Context: an optimization exercise on an open-source flow, tuned for small area, a short achievable clock period and few clock cycles per item. The choices shown serve that exercise and are no tape-out recipe. Function was checked by simulation only, so behaviour that the tests miss may differ from the original.

[design/flow/run.sh]
#!/bin/bash
# synth_recipe.tcl (not shown) runs the flow's synth.tcl, then flattens the netlist and writes it again
# the make line also repeats each setting of config.mk as NAME=value (left out here)
make -C /OpenROAD-flow-scripts/flow DESIGN_CONFIG=/design/flow/config.mk WORK_HOME=/design/flow/orfs CLKGATE_MAP_FILE= SYNTH_SCRIPT=/design/flow/synth_recipe.tcl finish
[design/flow/config.mk]
export PLATFORM = sky130hd
export DESIGN_NAME = cpuops
export DESIGN_NICKNAME = cpuops
export VERILOG_FILES = /design/flow/design.v
export SDC_FILE = /design/flow/constraint.sdc
export NUM_CORES = 4
export LEC_CHECK = 0
export CAP_MARGIN = 20
export CORE_MARGIN = 2
export CORE_UTILIZATION = 40
export SLEW_MARGIN = 20
[design/flow/constraint.sdc]
create_clock -name core_clock -period 10.0 [get_ports {i_clk}]
set_input_delay 2.0000 -clock core_clock [delete_from_list [all_inputs] [get_ports {i_clk}]]
set_output_delay 2.0000 -clock core_clock [all_outputs]
set_load 0.01 [all_outputs]
[design/flow/design.v]
`default_nettype	none
module	slowmpy(i_clk, i_reset, i_stb, i_a, i_b, i_aux, o_busy,
		o_done, o_p, o_aux);
	parameter			LGNA = 6;
	parameter	[LGNA:0]	NA = 33;
	parameter	[0:0]		OPT_SIGNED = 1'b1;
	localparam	NB = NA;	 
	input	wire	i_clk, i_reset;
	input	wire	i_stb;
	input	wire	signed	[(NA-1):0]	i_a;
	input	wire	signed	[(NB-1):0]	i_b;
	input	wire				i_aux;
	output	reg				o_busy, o_done;
	output	reg	signed	[(NA+NB-1):0]	o_p;
	output	reg				o_aux;
	reg	[LGNA-1:0]	count;
	reg	[NA-1:0]	p_a;
	reg	[NB-1:0]	p_b;
	reg	[NA+NB-1:0]	partial;
	reg			aux;
	reg	almost_done;
	wire	pre_done;
	assign	pre_done = (count == 0);
	always @(posedge i_clk)
		almost_done <= (!i_reset)&&(o_busy)&&(pre_done);
	always @(posedge i_clk)
	if (i_reset)
	begin
		aux    <= 0;
		o_done <= 0;
		o_busy <= 0;
	end else if ((!o_busy)&&(i_stb))
	begin
		o_done <= 0;
		o_busy <= 1;
		aux    <= i_aux;
	end else if ((o_busy)&&(almost_done))
	begin
		o_done <= 1;
		o_busy <= 0;
	end else
		o_done <= 0;
	wire	[NA-1:0]	pwire;
	assign	pwire = (p_b[0] ? p_a : 0);
	always @(posedge i_clk)
	if (!o_busy)
	begin
		count <= NA[LGNA-1:0]-1;
		partial <= 0;
		p_a <= i_a;
		p_b <= i_b;
	end else begin
		p_b <= (p_b >> 1);
		partial[NB-2:0] <= partial[NB-1:1];
		if ((OPT_SIGNED)&&(pre_done))
			partial[NA+NB-1:NB-1] <= { 1'b0, partial[NA+NB-1:NB]} +
				{ 1'b0, pwire[NA-1], ~pwire[NA-2:0] };
		else if (OPT_SIGNED)
			partial[NA+NB-1:NB-1] <= {1'b0,partial[NA+NB-1:NB]} +
				{ 1'b0, !pwire[NA-1], pwire[NA-2:0] };
		else
			partial[NA+NB-1:NB-1] <= {1'b0, partial[NA+NB-1:NB]}
				+ ((p_b[0]) ? {1'b0,p_a} : 0);
		count <= count - 1;
	end
	always @(posedge i_clk)
	if (almost_done)
	begin
		if (OPT_SIGNED)
			o_p   <= partial[NA+NB-1:0]
				+ {1'b1,{(NA-2){1'b0}},1'b1, {(NB){1'b0}}};
		else
			o_p   <= partial[NA+NB-1:0];
		o_aux <= aux;
	end
endmodule
`default_nettype	none
module	mpyop(i_clk,i_reset, i_stb, i_op, i_a, i_b, o_valid, o_busy, o_result, o_hi);
	parameter	IMPLEMENT_MPY = 1;
	input	wire		i_clk, i_reset, i_stb;
	input	wire	[1:0]	i_op;  
	input	wire	[31:0]	i_a, i_b;
	output	wire		o_valid;  
	output	wire		o_busy;  
	output	wire	[63:0]	o_result;  
	output	reg		o_hi;	 
	generate
	if (IMPLEMENT_MPY == 0)
	begin : MPYNONE  
		assign	o_result   = 64'h00;
		assign	o_busy     = 1'b0;
		assign	o_valid    = i_stb;
		always @(*) o_hi = 1'b0;  
	end else begin : IMPY
	if (IMPLEMENT_MPY == 1)
	begin : MPY1CK  
		wire	signed	[63:0]	w_mpy_a_input, w_mpy_b_input;
		assign	w_mpy_a_input = {{(32){(i_a[31])&(i_op[0])}},i_a[31:0]};
		assign	w_mpy_b_input = {{(32){(i_b[31])&(i_op[0])}},i_b[31:0]};
		assign	o_result = w_mpy_a_input * w_mpy_b_input;
		assign	o_busy  = 1'b0;
		assign	o_valid = 1'b0;
		always @(*) o_hi = i_op[1];
	end else begin: MPN1
	if (IMPLEMENT_MPY == 2)
	begin : MPY2CK  
		reg	signed	[63:0]	r_mpy_a_input, r_mpy_b_input;
		always @(posedge i_clk)
		begin
			r_mpy_a_input <={{(32){(i_a[31])&(i_op[0])}},i_a[31:0]};
			r_mpy_b_input <={{(32){(i_b[31])&(i_op[0])}},i_b[31:0]};
		end
		assign	o_result = r_mpy_a_input * r_mpy_b_input;
		assign	o_busy  = 1'b0;
		reg	mpypipe;
		always @(posedge i_clk)
			if (i_reset)
				mpypipe <= 1'b0;
			else
				mpypipe <= (i_stb);
		assign	o_valid = mpypipe;  
		always @(posedge i_clk)
		if (i_stb)
			o_hi  <= i_op[1];
	end else begin : MPN2
	if (IMPLEMENT_MPY == 3)
	begin : MPY3CK  
		reg	signed	[63:0]	r_smpy_result;
		reg		[63:0]	r_umpy_result;
		reg	signed	[31:0]	r_mpy_a_input, r_mpy_b_input;
		reg		[1:0]	mpypipe;
		reg		[1:0]	r_sgn;
		always @(posedge i_clk)
			if (i_reset)
				mpypipe <= 2'b0;
			else
			mpypipe <= { mpypipe[0], i_stb };
		always @(posedge i_clk)
		begin
			r_mpy_a_input <= i_a[31:0];
			r_mpy_b_input <= i_b[31:0];
			r_sgn <= { r_sgn[0], i_op[0] };
		end
		wire		[31:0]	u_mpy_a_input, u_mpy_b_input;
		assign	u_mpy_a_input = r_mpy_a_input;
		assign	u_mpy_b_input = r_mpy_b_input;
		always @(posedge i_clk)
			r_smpy_result <= r_mpy_a_input * r_mpy_b_input;
		always @(posedge i_clk)
			r_umpy_result <= u_mpy_a_input * u_mpy_b_input;
		always @(posedge i_clk)
		if (i_stb)
			o_hi  <= i_op[1];
		assign	o_busy  = mpypipe[0];
		assign	o_result = (r_sgn[1])?r_smpy_result:r_umpy_result;
		assign	o_valid = mpypipe[1];
	end else begin : MPN3
	if (IMPLEMENT_MPY == 4)
	begin : MPY4CK  
		reg	[63:0]	r_mpy_result;
		reg	[31:0]	r_mpy_a_input, r_mpy_b_input;
		reg		r_mpy_signed;
		reg	[2:0]	mpypipe;
		always @(posedge i_clk)
		begin
			if (i_reset)
				mpypipe <= 3'h0;
			else begin
				mpypipe[0] <= i_stb;
				mpypipe[1] <= mpypipe[0];
				mpypipe[2] <= mpypipe[1];
			end
			if (i_op[0])  
			begin
				r_mpy_a_input <= {(~i_a[31]),i_a[30:0]};
				r_mpy_b_input <= {(~i_b[31]),i_b[30:0]};
			end else begin
				r_mpy_a_input <= i_a[31:0];
				r_mpy_b_input <= i_b[31:0];
			end
			r_mpy_signed  <= i_op[0];
			if (i_stb)
				o_hi  <= i_op[1];
		end
		assign	o_busy  = |mpypipe[1:0];
		assign	o_valid = mpypipe[2];
		reg	[31:0]	pp_f, pp_l;  
		reg	[32:0]	pp_oi;  
		reg	[32:0]	pp_s;
		always @(posedge i_clk)
		begin
			pp_f<=r_mpy_a_input[31:16]*r_mpy_b_input[31:16];
			pp_oi<=r_mpy_a_input[31:16]*r_mpy_b_input[15: 0]
				+ r_mpy_a_input[15: 0]*r_mpy_b_input[31:16];
			pp_l<=r_mpy_a_input[15: 0]*r_mpy_b_input[15: 0];
			if (r_mpy_signed)
				pp_s <= 32'h8000_0000-(
				  	r_mpy_a_input[31:0]
					+ r_mpy_b_input[31:0]);
			else
				pp_s <= 33'h0;
		end
		always @(posedge i_clk)
		begin
			r_mpy_result[15:0] <= pp_l[15:0];
			r_mpy_result[63:16] <=
			  	{ 32'h00, pp_l[31:16] }
				+ { 15'h00, pp_oi }
				+ { pp_s, 15'h00 }
				+ { pp_f, 16'h00 };
		end
		assign	o_result = r_mpy_result;
	end else begin : MPYSLOW
		/*verilator lint_off UNUSED*/
		wire		unused_aux;
		wire	[65:0]	full_result;
		/*verilator lint_on UNUSED*/
		slowmpy #(.LGNA(6), .NA(33)) slowmpyi(i_clk, i_reset, i_stb,
			{ (i_op[0])&(i_a[31]), i_a },
			{ (i_op[0])&(i_b[31]), i_b }, 1'b0, o_busy,
				o_valid, full_result, unused_aux);
		assign	o_result = full_result[63:0];
		always @(posedge i_clk)
		if (i_stb)
			o_hi  <= i_op[1];
	end end end end end
	endgenerate  
endmodule
`default_nettype	none
module	cpuops(i_clk,i_reset, i_stb, i_op, i_a, i_b, o_c, o_f, o_valid,
			o_busy);
	parameter		IMPLEMENT_MPY = 3;
	parameter	[0:0]	OPT_SHIFTS = 1'b1;
	input	wire	i_clk, i_reset, i_stb;
	input	wire	[3:0]	i_op;
	input	wire	[31:0]	i_a, i_b;
	output	reg	[31:0]	o_c;
	output	wire	[3:0]	o_f;
	output	reg		o_valid;
	output	wire		o_busy;
	genvar	k;
	wire	[32:0]		w_lsr_result, w_asr_result, w_lsl_result;
	generate if (OPT_SHIFTS)
	begin : IMPLEMENT_SHIFTS
		wire	signed	[32:0]	w_pre_asr_input, w_pre_asr_shifted;
		assign	w_pre_asr_input = { i_a, 1'b0 };
		assign	w_pre_asr_shifted = w_pre_asr_input >>> i_b[4:0];
		assign	w_asr_result = (|i_b[31:5])? {(33){i_a[31]}}
					: w_pre_asr_shifted; 
		assign	w_lsr_result = ((|i_b[31:6])||(i_b[5]&&(i_b[4:0]!=0)))? 33'h00
					:((i_b[5])?{32'h0,i_a[31]}
					: ( { i_a, 1'b0 } >> (i_b[4:0]) )); 
		assign	w_lsl_result = ((|i_b[31:6])||(i_b[5]&&(i_b[4:0]!=0)))? 33'h00
					:((i_b[5])?{i_a[0], 32'h0}
					: ({1'b0, i_a } << i_b[4:0]));	 
	end else begin : NO_SHIFTS
		assign	w_asr_result = {   i_a[31], i_a[31:0] };
		assign	w_lsr_result = {      1'b0, i_a[31:0] };
		assign	w_lsl_result = { i_a[31:0],      1'b0 };
	end endgenerate
	wire	[31:0]	w_brev_result;
	generate
	for(k=0; k<32; k=k+1)
	begin : bit_reversal_cpuop
		assign w_brev_result[k] = i_b[31-k];
	end endgenerate
	wire	z, n, v;
	reg	c, pre_sign, set_ovfl, keep_sgn_on_ovfl;
	always @(posedge i_clk)
	if (i_stb)  
		set_ovfl<=(((i_op==4'h0)&&(i_a[31] != i_b[31])) 
			||((i_op==4'h2)&&(i_a[31] == i_b[31]))  
			||(i_op == 4'h6)  
			||(i_op == 4'h5));  
	always @(posedge i_clk)
	if (i_stb)  
		keep_sgn_on_ovfl<=
			(((i_op==4'h0)&&(i_a[31] != i_b[31])) 
			||((i_op==4'h2)&&(i_a[31] == i_b[31])));  
	wire	[63:0]	mpy_result;  
	wire	mpyhi;		 
	wire	mpybusy;	 
	wire	mpydone;	 
	wire	this_is_a_multiply_op;
	assign	this_is_a_multiply_op = (i_stb)&&((i_op[3:1]==3'h5)||(i_op[3:0]==4'hc));
	mpyop #(.IMPLEMENT_MPY(IMPLEMENT_MPY)) thempy(i_clk, i_reset, this_is_a_multiply_op, i_op[1:0],
		i_a, i_b, mpydone, mpybusy, mpy_result, mpyhi);
	always @(posedge i_clk)
	if (i_stb)
	begin
		pre_sign <= (i_a[31]);
		c <= 1'b0;
		casez(i_op)
		4'b0000:{c,o_c } <= {1'b0,i_a}-{1'b0,i_b}; 
		4'b0001:   o_c   <= i_a & i_b;		 
		4'b0010:{c,o_c } <= i_a + i_b;		 
		4'b0011:   o_c   <= i_a | i_b;		 
		4'b0100:   o_c   <= i_a ^ i_b;		 
		4'b0101:{o_c,c } <= w_lsr_result[32:0];	 
		4'b0110:{c,o_c } <= w_lsl_result[32:0];  
		4'b0111:{o_c,c } <= w_asr_result[32:0];	 
		4'b1000:   o_c   <= w_brev_result;	 
		4'b1001:   o_c   <= { i_a[31:16], i_b[15:0] };  
		4'b1010:   o_c   <= mpy_result[63:32];	 
		4'b1011:   o_c   <= mpy_result[63:32];	 
		4'b1100:   o_c   <= mpy_result[31:0];	 
		default:   o_c   <= i_b;		 
		endcase
	end else  
		o_c <= (mpyhi)?mpy_result[63:32]:mpy_result[31:0];
	reg	r_busy;
	always @(posedge i_clk)
	if (i_reset)
		r_busy <= 1'b0;
	else if (IMPLEMENT_MPY > 1)
		r_busy <= ((i_stb)&&(this_is_a_multiply_op))||mpybusy;
	else
		r_busy <= 1'b0;
	assign	o_busy = (r_busy);  
	assign	z = (o_c == 32'h0000);
	assign	n = (o_c[31]);
	assign	v = (set_ovfl)&&(pre_sign != o_c[31]);
	wire	vx = (keep_sgn_on_ovfl)&&(pre_sign != o_c[31]);
	assign	o_f = { v, n^vx, c, z };
	always @(posedge i_clk)
	if (i_reset)
		o_valid <= 1'b0;
	else if (IMPLEMENT_MPY <= 1)
		o_valid <= (i_stb);
	else
		o_valid <=((i_stb)&&(!this_is_a_multiply_op))||(mpydone);
endmodule
==> impl_metrics.toml <==
[run_status]
outcome = "finished clean"

[clock_network]
root_buffer = "clkbuf_16"
h-tree-depth = 1
cts.sinks = 233
numCtsBuffers = 27
clkTransAtPathRegs_ps = 80
cts_tree = "yes"
cts_hold_buf = 0
clkLatencyLatePin_ps = 610
cts-resized-gates = 0
post_cts_buffers = 0
cts_buffer_depth = 3

[finish]
stdcell_area_um2 = 72000
nets = 9342
area_growth_pct = 6.68
drive_gt1_share_pct = 4.77
fin_util_pct = 43.0
most-common-layout-cells = "inv_1 (1650), fa_1 (1474), nand2_1 (698)"
mostFrequentLayoutCell = "inv_1"
stdcell_count = 9543

[setup_path]
cpPeakStageDelay_ps = 1050
cp-start-kind = "flop"
r2r_start = "thempy.IMPY.MPN1.MPN2.MPY3CK.r_mpy_b_input[7]"
critPathMaxFanout = 23
crit_family = "adder cells"
crit_arrival_ps = 9340
cp-end-kind = "flop"
crit_buf_inv = 5
path_class = "reg -> reg"
timing.critical_path.mode_cell = "fa_1"
slowest_stage = "dfxtp_1"
worstSetupStartpoint = "thempy.IMPY.MPN1.MPN2.MPY3CK.r_mpy_b_input[7]"
required_ps = 10470

[synthesis]
synth_edf_count = 5
synth_fa_ha_area_share_pct = 52.7
yosys.area_share.simple_pct = 13.3
synth-seq-cells = 233
syn_area_per_cell_um2 = 9.13
synth-xor-area-share_pct = 1.79
ys.warnings.count = 2
synth_cell_types = 92
synth_compound_area_share_pct = 9.75
synth_nets = 9418
synthMuxAreaShare_pct = 4.08
yosysSeqAreaShare_pct = 6.99
ys.flop_type = "dfxtp_1"
synth_area_um2 = 67500
syn_inst = 7389
synth_top_family_by_area = "adder cells"
async_flop_share_pct = 0

[timing]
slew_viol_final = 0
relSlewSlack_pct = 21.5
fin_tns_setup_ps = 0
worst_pin_slew_ps = 1180
rsz0062_at_grt = "false"
finalClockSkew_ps = 22.5
hold_slack_ps = 326
finalSetupViolCount = 0
max_clock_freq_ghz = 0.113
finalHoldViolCount = 0
period_share_pct = 88.7
fin_crit_ps = 8870
worst_slack_ps = 1130

[detailed_routing]
drt_wl_total_um = 240000
drt-met1-wl_um = 99600
ant_nets = 0
dr_total_vias = 52983
vias_per_cell = 5.55
drt_iter0_markers = 4967
dr.pass1.iters = 6
top_layer = "met5"
post-route-drc-count = 0
wl_met3_um = 19100
wl_per_cell_um = 25.1
wl_met2_um = 112000

[placement]
dp_slack_ps = 1260
port_buffers = 108
placed_area_um2 = 71100
gp_congestion = 1.00
hpwl_um = 198000
dp.cells = 9488

[floorplan]
fp.dieW_um = 415
std_cell_rows = 150
pin_count = 109
core_area_um2 = 167000
fp.dieH_um = 415
start_util_pct = 40.3
dieArea_um2 = 172000

[flow_run]
cap_violations = 0

[grt]
grt_pass1_wl_um = 363000
grt_antenna_before_repair = 21
grtUsageTotal_pct = 28.0
grt_max_degree = 61
grt_overflow = 0
grt_pass1_vias = 56871

[hold_path]
min_path_type = "reg -> reg"
min_from = "thempy.IMPY.MPN1.MPN2.MPY3CK.r_sgn[0]"
==> sequential cells by signal, summed over array words and instances (netlist names) <==
name                                        cells
thempy.IMPY.MPN1.MPN2.MPY3CK.r_umpy_result     64
o_valid                                         1
thempy.IMPY.MPN1.MPN2.MPY3CK.mpypipe            2
pre_sign                                        1
thempy.IMPY.MPN1.MPN2.MPY3CK.r_mpy_a_input     32
r_busy                                          1
o_c                                            32
set_ovfl                                        1
thempy.IMPY.MPN1.MPN2.MPY3CK.r_mpy_b_input     32
c                                               1
thempy.IMPY.MPN1.MPN2.MPY3CK.r_sgn              2
thempy.o_hi                                     1
thempy.IMPY.MPN1.MPN2.MPY3CK.r_smpy_result     62
keep_sgn_on_ovfl                                1
==> kinds of logic (layout without fill, tap and decap cells) <==
logic type                 after synthesis  after routing
buffers and inverters                 2023           1964
adders and majority gates             1958           1958
and+or+nand+nor                       1849           1849
AOI/OAI and AO/OA                      999            999
DFF                                    233            233
muxes                                  189            189
xor gates and xnor gates               138            138
other                                    0              9
==> area by class of cell <==
class                      instances  area [µm²]
clock inverter                    17         158
multi-input combinational       5133       55100
sequential                       233        4730
clock buffer                      29         703
fill                           16559       95400
timing repair buffer             265        2260
tap                             2204        2760
antenna                            9        22.5
inverter                        1653        6200
==> path summary, 6_finish.rpt <==
| path | slack (ps) | cells past startpoint | end |
|---|---|---|---|
| setup reg to reg | 1130 | 26 | thempy.IMPY.MPN1.MPN2.MPY3CK.r_umpy_result[49] |
| hold reg to reg | 330 | 0 | thempy.IMPY.MPN1.MPN2.MPY3CK.r_sgn[1] |
| hold / removal | 330 | 0 | thempy.IMPY.MPN1.MPN2.MPY3CK.r_sgn[1] |
| setup / recovery | 1130 | 26 | thempy.IMPY.MPN1.MPN2.MPY3CK.r_umpy_result[49] |
==> per-layer routing <==
layer  global-route usage, %  vias up
met2                    45.4     2160
met4                    9.58        8
li1                        -    22736
met1                    37.6    27665
met3                    5.08      414
met5                       0        -
==> synthesized netlist by cell type (18+ instances only) <==
cell type | count | area, µm²
inv_1 | 1651 | 6200
fa_1 | 1474 | 29500
nand2_1 | 698 | 2620
and2_1 | 519 | 3250
ha_1 | 484 | 6060
clkbuf_1 | 325 | 1220
nor2_1 | 297 | 1110
a21oi_1 | 255 | 1280
dfxtp_1 | 228 | 4560
o21ai_0 | 214 | 1070
mux2i_1 | 104 | 1040
xnor2_1 | 93 | 815
a21o_1 | 88 | 661
nand3_1 | 76 | 380
mux4_2 | 67 | 1510
nor3_1 | 53 | 265
nor2b_1 | 47 | 294
o22ai_1 | 45 | 282
xor2_1 | 45 | 394
a221oi_1 | 39 | 342
nand2b_1 | 37 | 231
o21bai_1 | 30 | 225
a31oi_1 | 29 | 181
nand4_1 | 29 | 181
o21a_1 | 29 | 218
a211oi_1 | 28 | 210
o211ai_1 | 26 | 195
nor4_1 | 23 | 144
a22oi_1 | 22 | 165
o221ai_1 | 22 | 193
buf_1 | 20 | 75.1
mux2_2 | 18 | 203
Testbench counts, summed over its fixed seeds: cycles 24,638, items 16,384.

[port drivers added, routing unchanged]
The results above use ideal ports. As a check the final layout listed here was re-extracted and re-timed, cells and wires unchanged.
Step 1 sets driving cells, clkbuf_16 on the clock port and buf_2 on the other inputs (assumed; they add their load-dependent delay and slew).
Step 2 also shifts input and output timing later by t, the mid clock arrival at the registers, as if the neighbouring blocks saw the same clock.
Three values: no drivers, after step 1, after step 2; two values: the first two.
t (ns): 0.655
slack for setup (ns): 1.130 / 1.130 / 1.130
cell pins on the clock port's net: 1
After both steps setup and hold are still met in this run. The setup slack of this run moves by 0.000 ns with the drivers and by 0.000 ns with both steps.
